From an optimization exercise on the open Yosys and OpenROAD flow, aimed at small area, a short achievable clock period and few clock cycles per item; shortcuts taken in it are not production practice.
Function was checked by simulation only, so behaviour that the tests miss may differ from the original.
Power figures rest on the tool's default switching activity, not on a simulated workload.

==> flow/design.v <==
module top(
    input start, op, reset, clock,
    input [31:0] data_a, data_b,
    output busy, ready,
    output [31:0] data_o
);
reg        act;    
reg        fst;    
reg        CY;     
reg        F;      
reg [28:0] X;      
reg        Un;     
reg [7:0]  Eb;     
reg        R;      
reg        CR;     
reg        K23;    
reg        GT;     
reg        BNZ;    
wire        sa = data_a[31];
wire        sb = data_b[31];
wire [7:0]  ea = data_a[30:23];
wire [7:0]  eb = data_b[30:23];
wire [23:0] ma = {1'b1, data_a[22:0]};
wire [23:0] mb = {1'b1, data_b[22:0]};
wire [8:0] dab = {1'b0, ea} - {1'b0, eb};
wire [8:0] dba = {1'b0, eb} - {1'b0, ea};
wire       ge  = ~dab[8];
wire       gt  = ge & (dab[7:0] != 8'd0);
wire [4:0] kab = (dab[7:0] > 8'd23) ? 5'd23 : dab[4:0];
wire [4:0] kba = (dba[7:0] > 8'd23) ? 5'd23 : dba[4:0];
wire [4:0] k   = ge ? kab : kba;
wire Fn   = F | ge;
wire negS = (sa & Fn) | (sb & ~Fn);    
wire nega = sa & ~Fn;                  
wire negb = sb & Fn;                   
wire sgnZ = negS ^ op;                 
wire [23:0] nmb = -mb;
wire [23:0] M   = ge ? ma : mb;
wire        special = (data_b == 32'h00000001);
wire [4:0]  ks  = (ea > 8'd23) ? 5'd23 : ea[4:0];
wire [23:0] mar;                                             
genvar gi;
generate for (gi = 0; gi < 24; gi = gi + 1) begin : rev
    assign mar[gi] = ma[23 - gi];
end endgenerate
wire        t23 = mar[ks];                                   
wire        tnz = |(mar[23:1] & ~((23'd1 << ks) - 23'd1));   
wire        s23 = t23 ^ (sa & tnz);                          
wire        cy  = op ? (s23 & tnz)
                     : (s23 | (sa & (ea == 8'd0) & (data_a[22:0] == 23'h000001)));
wire        sp1 = fst & special;
wire        nm  = act & X[28] & ~sp1;
wire [23:0] Zlo = (sgnZ ^ negb ^ nm) ? nmb : mb;
wire [2:0]  Zh0 = ~special ? {3{sgnZ}} : sa ? (op ? 3'd6 : 3'd0) : (op ? 3'd1 : 3'd7);
wire [2:0]  Zh1 = ~special ? {3{sgnZ}} : sa ? (op ? 3'd7 : 3'd1) : (op ? 3'd0 : 3'd6);
wire [2:0]  Zhi = (CY ? Zh1 : Zh0) ^ {3{nm}};
wire [57:0] Zxw = {{29{Zhi[2]}}, Zhi, Zlo, 2'b00} >> k;
wire [28:0] Zx  = Zxw[28:0];
wire [27:0] Uc = {{3{nm}}, M ^ {24{nm}}, nm} + {Zx[28:2], nm};    
wire [26:0] U  = Uc[27:1];
wire done;
always @(posedge clock or posedge reset)
begin
    if (reset) begin
        act <= 1'b0;
        fst <= 1'b0;
        F   <= 1'b0;
    end else begin
        act <= start | (act & ~done);
        fst <= start;
        if (start)
            F <= Fn;
    end
end
wire [23:0] x    = gt ? mb : ma;
wire        negx = gt ? negb : nega;
wire        xd   = x[k];                                   
wire        xnz  = |(x & ((24'd1 << k) - 24'd1));
wire        r    = (k != 5'd23) & (xd ^ (negx & xnz));
wire [7:0]  emin = GT ? eb : ea;
wire        negR = F ? sa : sb;      
wire        wrap = K23 & ~X[28] & X[26];
wire [2:0]  wj   = X[4:2] + {2'b00, BNZ};
wire        Uneg = Un | X[28];
wire [27:0] V    = X[27:0];
wire        Vnz  = |X;
wire [1:0]  lz   = V[27] ? 2'd0 : V[26] ? 2'd1 : V[25] ? 2'd2 : 2'd3;
assign      done = ~sp1 & ~X[28] & (~Vnz | (V[27:24] != 4'd0));
always @(posedge clock)
begin
    X   <= (act & ~X[28] & ~sp1) ? {1'b0, V[23:0], 4'b0000} : {U, Zx[1:0]};
    Un  <= act & (Un | nm);
    Eb  <= act ? ((X[28] | sp1) ? Eb : Eb - 8'd4) : (gt ? eb : ea) + {3'b000, k} + 8'd2;
    R   <= r;
    CY  <= cy;
    CR  <= r & (op ^ sa ^ sb);
    K23 <= (k == 5'd23);
    GT  <= gt;
    BNZ <= (data_b[22:0] != 23'd0);
end
wire [27:0] Vn   = V << lz;
wire [21:0] f22  = wrap ? -{19'd0, wj} : Vn[25:4];
wire [1:0]  lze  = wrap ? 2'd2 : lz;                  
wire [7:0]  eo   = (~Vnz | (wrap & (wj == 3'd0))) ? emin : Eb - {6'd0, lze};
wire        sign = wrap ? (~negR | (wj == 3'd0))
                 : negR ? (~Uneg & Vnz) : Uneg;
wire [21:0] f22m = f22 - 22'd1;
wire [22:0] fo   = {CR ? f22m : f22, R};
assign data_o = {sign, eo, fo};
assign ready  = act & done;
assign busy   = act & ~done;
endmodule
Settings: LEC_CHECK=0, CAP_MARGIN=20, CORE_MARGIN=2, CORE_UTILIZATION=50, GPL_TIMING_DRIVEN=0, SETUP_SLACK_MARGIN=0.8, SLEW_MARGIN=20; clock period 8.0 ns.
standard.sh (not shown) runs the stock make flow with config.mk's settings and CLKGATE_MAP_FILE= SYNTH_SCRIPT=/design/flow/synth_recipe.tcl, a recipe that flattens the netlist after the stock synthesis.
==> flow/flow/run.sh <==
#!/bin/bash
# Layout flow: the standard flow (standard.sh), with two changes.
# 1. Synthesis is ORFS's own synthesis script, run with a copy of the ORFS
#    scripts folder whose ABC mapping script (abc_speed.script, from this
#    folder) maps for a delay target, and without the full-adder cell
#    mapping (ADDER_MAP_FILE empty). Registers are mapped as before.
# 2. The port buffers are sky130_fd_sc_hd__buf_2 instead of the default
#    delay-cell buffer. Every port still gets its own buffer.
set -euo pipefail
here=$(pwd)
rm -rf "$here/scripts_abc"
cp -r "$FLOW_HOME/scripts" "$here/scripts_abc"
cp "$here/flow/abc_speed.script" "$here/scripts_abc/abc_speed.script"
export BUFFER_PORTS_ARGS="-buffer_cell sky130_fd_sc_hd__buf_2"
bash standard.sh SCRIPTS_DIR="$here/scripts_abc" ADDER_MAP_FILE= synth > synth_make.log 2>&1
bash standard.sh > standard_make.log 2>&1
==> flow/flow/abc_speed.script <==
strash
dch -f
map -D 4500
buffer -c
topo
upsize -c -D 4500
dnsize -c -D 4500
The starting point finished clean.
Testbench counts at the start, summed over its fixed seeds: cycles 6,476, items 3,200.
Then changed:
--- a/flow/design.v
+++ b/flow/design.v
@@ -70,15 +70,16 @@
         fst <= start;
         if (start)
             F <= Fn;
     end
 end
-wire [23:0] x    = gt ? mb : ma;
-wire        negx = gt ? negb : nega;
-wire        xd   = x[k];                                   
-wire        xnz  = |(x & ((24'd1 << k) - 24'd1));
-wire        r    = (k != 5'd23) & (xd ^ (negx & xnz));
+wire [22:0] below = (23'd1 << k) - 23'd1;
+wire        nza  = |(data_a[22:0] & below);
+wire        nzb  = |(data_b[22:0] & below);
+wire        ra   = ma[k] ^ (nega & nza);
+wire        rb   = Zx[2] ^ ((sgnZ ^ nm) & nzb);
+wire        r    = (k != 5'd23) & (gt ? rb : ra);
 wire [7:0]  emin = GT ? eb : ea;
 wire        negR = F ? sa : sb;      
 wire        wrap = K23 & ~X[28] & X[26];
 wire [2:0]  wj   = X[4:2] + {2'b00, BNZ};
 wire        Uneg = Un | X[28];
After rerunning:
- The new run went through all stages and came out clean
- clock-buffer cell count is unchanged
- sequential share of layout area is about the same
- worst setup slack gains 0.077 ns
- routed wire length went down by 1.3%
- utilization shrinks by 0.42 points
- first-iteration DRC count rose by 32%
- worst hold slack got worse by 0.0084 ns
- critical path depth went up by 10
- final cell count goes down by 2.2%
- total power climbs by 1.5%
- final area falls by 0.72%
Testbench counts after the change, summed over its fixed seeds: cycles 6,476, items 3,200.

## port drivers added, routing unchanged
In the flow no input, the clock included, has a driving cell. The finished layouts below were timed again as built, in two steps. Step 1: set_driving_cell puts a clkbuf_16 on clock and a buf_2 on each other input, an assumption about the parent block. Step 2 adds t to the input delays and takes it off the output delays; t is the mean of the earliest and latest rising clock arrival at the registers after step 1. Input paths then give back, and output paths get back, about the clock's delay inside the block. a / b / c = no drivers / after step 1 / after step 2; a / b = the first two.
run | t (ns) | setup slack, ns | clock arrival spread, ns | cell pins on the clock port's net
the first run | 0.322 | 1.159 / 1.174 / 0.852 | 0.008 / 0.007 | 1
the second run | 0.321 | 1.236 / 1.254 / 0.934 | 0.007 / 0.007 | 1
After both steps setup and hold are still met in every run listed. The setup slack of the first run, which loses most, moves by +0.015 ns with the drivers and by -0.307 ns with both steps.
